What follows belongs to an exercise in optimizing a design on an open flow for small area; a production flow would make more cautious choices.
Where RTL was checked, it was by simulation tests only, not by an equivalence proof against the original.

## v6
// sqrt_u32
module sqrt_u32 (
    input  wire        clk,
    input  wire        rst_n,
    input  wire        valid_in,
    input  wire [31:0] data_i,
    output wire        valid_out,
    output wire [15:0] data_o
);
    reg [1:0] v;
    always @(posedge clk or negedge rst_n)
        if (!rst_n) v <= 2'd0;
        else v <= {v[0], valid_in};
    assign valid_out = v[1];
    wire [31:0] x0_d, x0;
    wire [1:0] r1_d, r1;
    wire [0:0] q1_d, q1;
    wire [29:0] x1_d, x1;
    wire [2:0] r2_d, r2;
    wire [1:0] q2_d, q2;
    wire [27:0] x2_d, x2;
    wire [3:0] r3_d, r3;
    wire [2:0] q3_d, q3;
    wire [25:0] x3_d, x3;
    wire [4:0] r4_d, r4;
    wire [3:0] q4_d, q4;
    wire [23:0] x4_d, x4;
    wire [5:0] r5_d, r5;
    wire [4:0] q5_d, q5;
    wire [21:0] x5_d, x5;
    wire [6:0] r6_d, r6;
    wire [5:0] q6_d, q6;
    wire [19:0] x6_d, x6;
    wire [7:0] r7_d, r7;
    wire [6:0] q7_d, q7;
    wire [17:0] x7_d, x7;
    wire [8:0] r8_d, r8;
    wire [7:0] q8_d, q8;
    wire [15:0] x8_d, x8;
    wire [9:0] r9_d, r9;
    wire [8:0] q9_d, q9;
    wire [13:0] x9_d, x9;
    wire [10:0] r10_d, r10;
    wire [9:0] q10_d, q10;
    wire [11:0] x10_d, x10;
    wire [11:0] r11_d, r11;
    wire [10:0] q11_d, q11;
    wire [9:0] x11_d, x11;
    wire [12:0] r12_d, r12;
    wire [11:0] q12_d, q12;
    wire [7:0] x12_d, x12;
    wire [13:0] r13_d, r13;
    wire [12:0] q13_d, q13;
    wire [5:0] x13_d, x13;
    wire [14:0] r14_d, r14;
    wire [13:0] q14_d, q14;
    wire [3:0] x14_d, x14;
    wire [15:0] r15_d, r15;
    wire [14:0] q15_d, q15;
    wire [1:0] x15_d, x15;
    wire [15:0] q16_d, q16;
    assign x0_d = data_i;
  ...
Size: roughly 1,200 cells after synthesis, about 52 I/O pins, about 0.0069 mm² of cells after synthesis.
clock: 9.0 ns
lec_check: 0
abc_area: 1
cap_margin: 20
core_margin: 2
core_utilization: 40
slew_margin: 20
standard.sh (not shown) runs the stock make flow with config.mk's settings and CLKGATE_MAP_FILE= SYNTH_SCRIPT=/design/flow/synth_recipe.tcl, a recipe that flattens the netlist after the stock synthesis.
==> flow/flow/run.sh <==
#!/bin/bash
# Standard layout, but synthesis skips Yosys's full-adder extraction (ADDER_MAP_FILE empty),
# so ABC maps the carry chains itself; registers and everything else are as standard.
set -euo pipefail
export ADDER_MAP_FILE=
bash standard.sh > standard.log 2>&1
From the logs: v6 reached the end of the flow and failed the layout checks with setup timing.
Modified inputs, v7 compared to v6
-- flow/design.v --
<<< v6, line 76
    assign q5 = q5_d;
    assign x5 = x5_d;
    reg  [6:0] r6_q;
    reg  [5:0] q6_q;
    reg  [19:0] x6_q;
    always @(posedge clk) begin
        r6_q <= r6_d;
        q6_q <= q6_d;
        x6_q <= x6_d;
    end
    assign r6 = r6_q;
    assign q6 = q6_q;
    assign x6 = x6_q;
    assign r7 = r7_d;
    assign q7 = q7_d;
    assign x7 = x7_d;
    assign r8 = r8_d;
    assign q8 = q8_d;
>>> v7, line 76
    assign q5 = q5_d;
    assign x5 = x5_d;
    assign r6 = r6_d;
    assign q6 = q6_d;
    assign x6 = x6_d;
    reg  [7:0] r7_q;
    reg  [6:0] q7_q;
    reg  [17:0] x7_q;
    always @(posedge clk) begin
        r7_q <= r7_d;
        q7_q <= q7_d;
        x7_q <= x7_d;
    end
    assign r7 = r7_q;
    assign q7 = q7_q;
    assign x7 = x7_q;
    assign r8 = r8_d;
    assign q8 = q8_d;
--- outcome ---
- Status for v7 and v6: no clean run
- Completing all stages was not enough for v6: its layout failed the final checks because of setup timing.
- v7 ended with less cell count than v6.
- When v7 is measured against v6, its placeable core region turns out about 3% higher.
- Going from v6 to v7, initial cell density of the core decreased 0.51 points; setup slack +540 ps; clock transition at the registers of the reported paths about even.
No functional check of the RTL was part of any run of this note.

========
Another version of the RTL of sqrt_u32 (not shown whole).
Size: ~1000 cells after synthesis, roughly 68 flip-flops, ~52 I/O pins.
Design sqrt_u32, start of the top module:
module sqrt_u32 (
    input  wire        clk,
    input  wire        rst_n,
    input  wire        valid_in,
    input  wire [31:0] data_i,
    output wire        valid_out,
    output wire [15:0] data_o
);
clock: 9.0 ns
lec_check: 0
abc_area: 1
cap_margin: 20
core_margin: 2
core_utilization: 55
cts_buf_list: sky130_fd_sc_hd__clkbuf_8
gpl_timing_driven: 0
place_density: 0.65
setup_slack_margin: -0.5
slew_margin: 20
==> flow/flow/run.sh <==
#!/bin/bash
# Standard layout (standard.sh) with its own logic mapping:
# - synthesis keeps the pipeline-stage modules apart until after ABC (SYNTH_HIERARCHICAL=1)
#   and maps each with its own ABC script (flow/*.abc), so a stage with timing to spare is
#   mapped for area and one without is mapped for speed; the standard flow's synthesis script then
#   flattens the design as usual (no pass-through buffers: SYNTH_INSBUF=0). The registers all
#   sit in the top module, as in the RTL.
# - Yosys's full-adder extraction is skipped (ADDER_MAP_FILE empty), so ABC maps the carry
#   chains itself.
# - input and output ports get the smallest buffer (buf_1).
export BUFFER_PORTS_ARGS="-buffer_cell sky130_fd_sc_hd__buf_1"
# - clock tree without dummy loads.
export CTS_ARGS="-sink_clustering_enable -repair_clock_nets -buf_list sky130_fd_sc_hd__clkbuf_8 -dont_use_dummy_load"
set -euo pipefail
here=$(pwd)
sed 's|^\(\s*\)log_cmd abc {\*}$abc_args|\1source $::env(MY_ABC_TCL)|' \
  "$FLOW_HOME/scripts/synth.tcl" > "$here/synth_abc.tcl"
grep -q 'MY_ABC_TCL' "$here/synth_abc.tcl"
sed "s|\$::env(SCRIPTS_DIR)/synth.tcl|$here/synth_abc.tcl|" synth_recipe.tcl > "$here/synth_recipe_abc.tcl"
grep -q synth_abc.tcl "$here/synth_recipe_abc.tcl"
sed "s|SYNTH_SCRIPT=[^ ]*|SYNTH_SCRIPT=$here/synth_recipe_abc.tcl|" standard.sh > "$here/standard_abc.sh"
export ADDER_MAP_FILE=
export SYNTH_HIERARCHICAL=1
export SYNTH_INSBUF=0
export MY_ABC_TCL="$here/flow/abc_per_module.tcl"
export MY_ABC_MOD=" sqrt_seg0 $here/flow/t6.abc sqrt_seg1 $here/flow/u3.abc sqrt_seg2 $here/flow/s11.abc"
bash "$here/standard_abc.sh" > standard.log 2>&1
==> flow/flow/abc_per_module.tcl <==
# Sourced by synth_abc.tcl in place of ORFS's single abc call: each pipeline-stage module gets
# its own ABC script (MY_ABC_MOD is "module script ..."), then the top module (registers only)
# gets ORFS's script.
foreach {mod scr} $::env(MY_ABC_MOD) {
  log_cmd abc {*}[lreplace $abc_args 1 1 $scr] $mod
}
log_cmd abc {*}$abc_args $::env(DESIGN_NAME)
==> flow/flow/s11.abc <==
strash
dc2
dch -f
map -a
topo
stime -c
buffer -c
upsize -c
dnsize -c
==> flow/flow/t6.abc <==
strash
dc2
dch
map -B 0.9
topo
stime -c
buffer -c
dnsize -c
==> flow/flow/u3.abc <==
strash
dc2
dch -f
map -B 0.9
topo
stime -c
buffer -c
dnsize -c
The starting point produced a clean layout.
Rerun with:
--- a/flow/design.v
+++ b/flow/design.v
@@ -277,13 +277,13 @@
     assign c9[10] = (t9[9] & n9[9]) | (t9[9] & c9[9]) | (n9[9] & c9[9]);
     assign d9[10] = t9[10] ^ n9[10] ^ c9[10];
     assign c9[11] = (t9[10] & n9[10]) | (t9[10] & c9[10]) | (n9[10] & c9[10]);
     assign d9[11] = t9[11] ^ n9[11] ^ c9[11];
     assign c9[12] = (t9[11] & n9[11]) | (t9[11] & c9[11]) | (n9[11] & c9[11]);
     wire ge9 = c9[12];
-    wire [10:0] r10 = ge9 ? d9[10:0] : t9[10:0];
+    wire [10:0] r10 = t9[10:0] ^ ({11{ge9}} & (n9[10:0] ^ c9[10:0]));
     wire [11:0] x10 = x9[11:0];
     wire [9:0] q10 = {q9, ge9};
     wire [12:0] t10 = {r10, x10[11:10]};
     wire [12:0] n10 = {1'b1, ~q10, 2'b10};
     wire [13:0] c10;
     wire [12:0] d10;
Outcome: Die area is lower by about 1.6%; critical path depth is higher by 16; utilization rose by 4.8 points; maximum frequency is higher by about 0.37%; wire length barely changes; count of clock-buffer cells in the layout is unchanged; hold slack stays flat; worst setup slack gains 0.032 ns; synthesized area decreases by about 1.6%; final cell count shrinks by about 1.8%; global-route usage rose by 0.60 points.
For the second run of this note, only the layout was checked, not whether the RTL still works.

========
== 07-04 ==
sqrt_u32, a different RTL version from the one above (not shown whole).
For scale: about 1,100 cells after synthesis, ~52 I/O pins, roughly 6400 µm² of cells after synthesis.
Settings: LEC_CHECK=0, ABC_AREA=1, CAP_MARGIN=20, CORE_MARGIN=2, CORE_UTILIZATION=55, CTS_BUF_LIST=sky130_fd_sc_hd__clkbuf_8, GPL_TIMING_DRIVEN=0, PLACE_DENSITY=0.65, SETUP_SLACK_MARGIN=-0.5, SLEW_MARGIN=20; clock period 9.0 ns.
==> flow/flow/run.sh <==
#!/bin/bash
# Standard layout (standard.sh) with its own logic mapping:
# - synthesis skips Yosys's full-adder extraction (ADDER_MAP_FILE empty), so ABC maps the
#   carry chains itself;
# - ABC runs flow/area.abc instead of ORFS's script. Everything else in synthesis (registers,
#   flattening, renaming) is the standard synthesis script, patched only at the abc call.
# - input and output ports get the smallest buffer (buf_1).
export BUFFER_PORTS_ARGS="-buffer_cell sky130_fd_sc_hd__buf_1"
# - clock tree without dummy loads.
export CTS_ARGS="-sink_clustering_enable -repair_clock_nets -buf_list sky130_fd_sc_hd__clkbuf_8 -dont_use_dummy_load"
set -euo pipefail
here=$(pwd)
sed 's|^\(\s*\)log_cmd abc {\*}$abc_args|\1log_cmd abc {*}[lreplace $abc_args 1 1 $::env(MY_ABC_SCRIPT)]|' \
  "$FLOW_HOME/scripts/synth.tcl" > "$here/synth_abc.tcl"
grep -q 'MY_ABC_SCRIPT' "$here/synth_abc.tcl"
sed "s|\$::env(SCRIPTS_DIR)/synth.tcl|$here/synth_abc.tcl|" synth_recipe.tcl > "$here/synth_recipe_abc.tcl"
grep -q synth_abc.tcl "$here/synth_recipe_abc.tcl"
sed "s|SYNTH_SCRIPT=[^ ]*|SYNTH_SCRIPT=$here/synth_recipe_abc.tcl|" standard.sh > "$here/standard_abc.sh"
export ADDER_MAP_FILE=
export MY_ABC_SCRIPT="$here/flow/area.abc"
bash "$here/standard_abc.sh" > standard.log 2>&1
==> flow/flow/area.abc <==
strash
dch
map -B 0.9
topo
stime -c
buffer -c
dnsize -c
In 07-04 the implementation ran to completion but is not tape-out ready, as the final checks report negative setup slack.
--- input diff 07-04..01-07 ---
--- a/flow/design.v
+++ b/flow/design.v
@@ -70,54 +70,54 @@
     assign x3 = x3_d;
     assign r4 = r4_d;
     assign q4 = q4_d;
     assign x4 = x4_d;
     assign r5 = r5_d;
     assign q5 = q5_d;
     assign x5 = x5_d;
-    assign r6 = r6_d;
-    assign q6 = q6_d;
-    assign x6 = x6_d;
-    reg  [7:0] r7_q;
-    reg  [6:0] q7_q;
-    reg  [17:0] x7_q;
+    reg  [6:0] r6_q;
+    reg  [5:0] q6_q;
+    reg  [19:0] x6_q;
     always @(posedge clk) begin
-        r7_q <= r7_d;
-        q7_q <= q7_d;
-        x7_q <= x7_d;
+        r6_q <= r6_d;
+        q6_q <= q6_d;
+        x6_q <= x6_d;
     end
-    assign r7 = r7_q;
-    assign q7 = q7_q;
-    assign x7 = x7_q;
+    assign r6 = r6_q;
+    assign q6 = q6_q;
+    assign x6 = x6_q;
+    assign r7 = r7_d;
+    assign q7 = q7_d;
+    assign x7 = x7_d;
     assign r8 = r8_d;
     assign q8 = q8_d;
     assign x8 = x8_d;
     assign r9 = r9_d;
     assign q9 = q9_d;
     assign x9 = x9_d;
     assign r10 = r10_d;
     assign q10 = q10_d;
     assign x10 = x10_d;
     assign r11 = r11_d;
     assign q11 = q11_d;
     assign x11 = x11_d;
-    assign r12 = r12_d;
-    assign q12 = q12_d;
-    assign x12 = x12_d;
-    reg  [13:0] r13_q;
-    reg  [12:0] q13_q;
-    reg  [5:0] x13_q;
+    reg  [12:0] r12_q;
+    reg  [11:0] q12_q;
+    reg  [7:0] x12_q;
     always @(posedge clk) begin
-        r13_q <= r13_d;
-        q13_q <= q13_d;
-        x13_q <= x13_d;
+        r12_q <= r12_d;
+        q12_q <= q12_d;
+        x12_q <= x12_d;
     end
-    assign r13 = r13_q;
-    assign q13 = q13_q;
-    assign x13 = x13_q;
+    assign r12 = r12_q;
+    assign q12 = q12_q;
+    assign x12 = x12_q;
+    assign r13 = r13_d;
+    assign q13 = q13_d;
+    assign x13 = x13_d;
     assign r14 = r14_d;
     assign q14 = q14_d;
     assign x14 = x14_d;
     assign q15 = q15_d;
     assign x15 = x15_d;
     assign q16 = q16_d;
     wire [1:0] t0 = x0[31:30];
--- outcome ---
07-04 fits on a die that is larger than the die of 01-07. Not one of 07-04 and 01-07 finished clean. 01-07 had finished all stages when the layout checks came back failing, citing negative setup slack. [compare] base=07-04 new=01-07: sum of net half-perimeters after detailed placement shows an increase of 170 µm. Per the comparison of 01-07 with 07-04, cell area after synthesis lost 25 µm²; max-capacitance violation count neither gained nor lost much; area growth from synthesis to layout picked up an extra 2.7 points. The lower vias after detailed routing of 07-04 and 01-07 is in 07-04.
Only the layout flow was run in 01-07; the RTL was not checked for function there.

========
Starting RTL as in the previous note.
==> flow/config.mk <==
export PLATFORM = sky130hd
export DESIGN_NAME = sqrt_u32
export DESIGN_NICKNAME = sqrt_u32
export VERILOG_FILES = /design/flow/design.v
export SDC_FILE = /design/flow/constraint.sdc
export NUM_CORES = 4
export LEC_CHECK = 0
export ABC_AREA = 1
export CAP_MARGIN = 20
export CORE_MARGIN = 2
export CORE_UTILIZATION = 55
export PLACE_DENSITY = 0.65
export SLEW_MARGIN = 20
==> flow/constraint.sdc <==
create_clock -name core_clock -period 9.0 [get_ports {clk}]
set_input_delay 1.8000 -clock core_clock [delete_from_list [all_inputs] [get_ports {clk}]]
set_output_delay 1.8000 -clock core_clock [all_outputs]
set_load 0.01 [all_outputs]
==> flow/flow/run.sh <==
#!/bin/bash
# Standard layout (standard.sh), except that synthesis skips Yosys's full-adder extraction
# (ADDER_MAP_FILE empty), so ABC maps the carry chains itself.
export BUFFER_PORTS_ARGS="-buffer_cell sky130_fd_sc_hd__buf_1"
set -euo pipefail
export ADDER_MAP_FILE=
bash standard.sh > standard.log 2>&1
Then changed:
--- a/flow/design.v
+++ b/flow/design.v
@@ -1,22 +1,22 @@
 module sqrt_u32 (
     input  wire        clk,
     input  wire        rst_n,
     input  wire        valid_in,
     input  wire [31:0] data_i,
     output wire        valid_out,
     output wire [15:0] data_o
 );
-    reg [1:0] v;
+    reg [2:0] v;
     always @(posedge clk or negedge rst_n)
-        if (!rst_n) v <= 2'd0;
-        else v <= {v[0], valid_in};
-    assign valid_out = v[1];
+        if (!rst_n) v <= 3'd0;
+        else v <= {v[1:0], valid_in};
+    assign valid_out = v[2];
     wire [31:0] x0_d, x0;
     wire [1:0] r1_d, r1;
     wire [0:0] q1_d, q1;
     wire [29:0] x1_d, x1;
     wire [2:0] r2_d, r2;
     wire [1:0] q2_d, q2;
     wire [27:0] x2_d, x2;
     wire [3:0] r3_d, r3;
     wire [2:0] q3_d, q3;
@@ -91,41 +91,45 @@
     assign r8 = r8_d;
     assign q8 = q8_d;
     assign x8 = x8_d;
     assign r9 = r9_d;
     assign q9 = q9_d;
     assign x9 = x9_d;
     assign r10 = r10_d;
     assign q10 = q10_d;
     assign x10 = x10_d;
-    assign r11 = r11_d;
-    assign q11 = q11_d;
-    assign x11 = x11_d;
+    reg  [11:0] r11_q;
+    reg  [10:0] q11_q;
+    reg  [9:0] x11_q;
+    always @(posedge clk) begin
+        r11_q <= r11_d;
+        q11_q <= q11_d;
+        x11_q <= x11_d;
+    end
+    assign r11 = r11_q;
+    assign q11 = q11_q;
+    assign x11 = x11_q;
     assign r12 = r12_d;
     assign q12 = q12_d;
     assign x12 = x12_d;
-    reg  [13:0] r13_q;
-    reg  [12:0] q13_q;
-    reg  [5:0] x13_q;
-    always @(posedge clk) begin
-        r13_q <= r13_d;
-        q13_q <= q13_d;
-        x13_q <= x13_d;
-    end
-    assign r13 = r13_q;
-    assign q13 = q13_q;
-    assign x13 = x13_q;
+    assign r13 = r13_d;
+    assign q13 = q13_d;
+    assign x13 = x13_d;
     assign r14 = r14_d;
     assign q14 = q14_d;
     assign x14 = x14_d;
     assign q15 = q15_d;
     assign x15 = x15_d;
-    assign q16 = q16_d;
+    reg  [15:0] q16_q;
+    always @(posedge clk) begin
+        q16_q <= q16_d;
+    end
+    assign q16 = q16_q;
     wire [1:0] t0 = x0[31:30];
     wire [2:0] d0 = {1'b0, t0} - 3'd1;
     wire ge0 = ~d0[2];
     assign r1_d = ge0 ? d0[1:0] : t0[1:0];
     assign x1_d = x0[29:0];
     assign q1_d = ge0;
     wire [3:0] t1 = {r1, x1[29:28]};
     wire [4:0] c1;
     wire [3:0] d1;
After rerunning: Die area came out higher by 1.8%. Wire length came out lower by 8.4%. Final cell count came out lower by about 1.3%. Count of clock-buffer cells in the layout came out higher by 2. Synthesized cell count came out higher by 4.9%.

## re-timing with driven ports
The flow's constraints put no driver on any port. The routed layouts listed below were extracted and timed again, unchanged, in two steps. Step 1: set_driving_cell puts a clkbuf_16 on clk and a buf_2 on each other input, an assumption about the parent block. Step 2 times the ports against the registers' clock, not the clock port: input delays grow and output delays shrink by t, the midpoint of the rising clock arrivals with the driver on. Slacks: ideal ports / drivers / drivers and shift; pairs: ideal ports / drivers.
| run | t, ns | slack for setup (ns) | hold slack, ns | slew at the worst register clock pin (ns) |
|---|---|---|---|---|
| v6 | 0.382 | -0.567 / -0.607 / -0.225 | 0.320 / 0.320 / 0.320 | 0.06 / 0.06 |
| v7 | 0.385 | -0.029 / -0.070 / 0.315 | 0.309 / 0.309 / 0.309 | 0.07 / 0.07 |
| the first run of note 2 | 0.369 | 0.307 / 0.317 / -0.052 | 0.307 / 0.307 / 0.307 | 0.07 / 0.07 |
| the second run of note 2 | 0.371 | 0.339 / 0.339 / 0.004 | 0.309 / 0.309 / 0.309 | 0.07 / 0.07 |
| 07-04 | 0.391 | -0.217 / -0.217 / -0.217 | 0.329 / 0.329 / 0.329 | 0.07 / 0.07 |
| 01-07 | 0.373 | -0.314 / -0.351 / 0.022 | 0.301 / 0.301 / 0.301 | 0.08 / 0.08 |
| the first run of note 4 | 0.381 | 0.343 / 0.343 / 0.343 | 0.326 / 0.326 / 0.326 | 0.06 / 0.06 |
| the second run of note 4 | 0.386 | 0.950 / 0.969 / 0.583 | 0.304 / 0.304 / 0.304 | 0.08 / 0.08 |
With both steps, setup timing fails in the first run of note 2, where it was met with ideal ports. For the second run of note 4, which loses most, drivers alone change the setup slack by +0.019 ns; drivers and shift together by -0.367 ns.
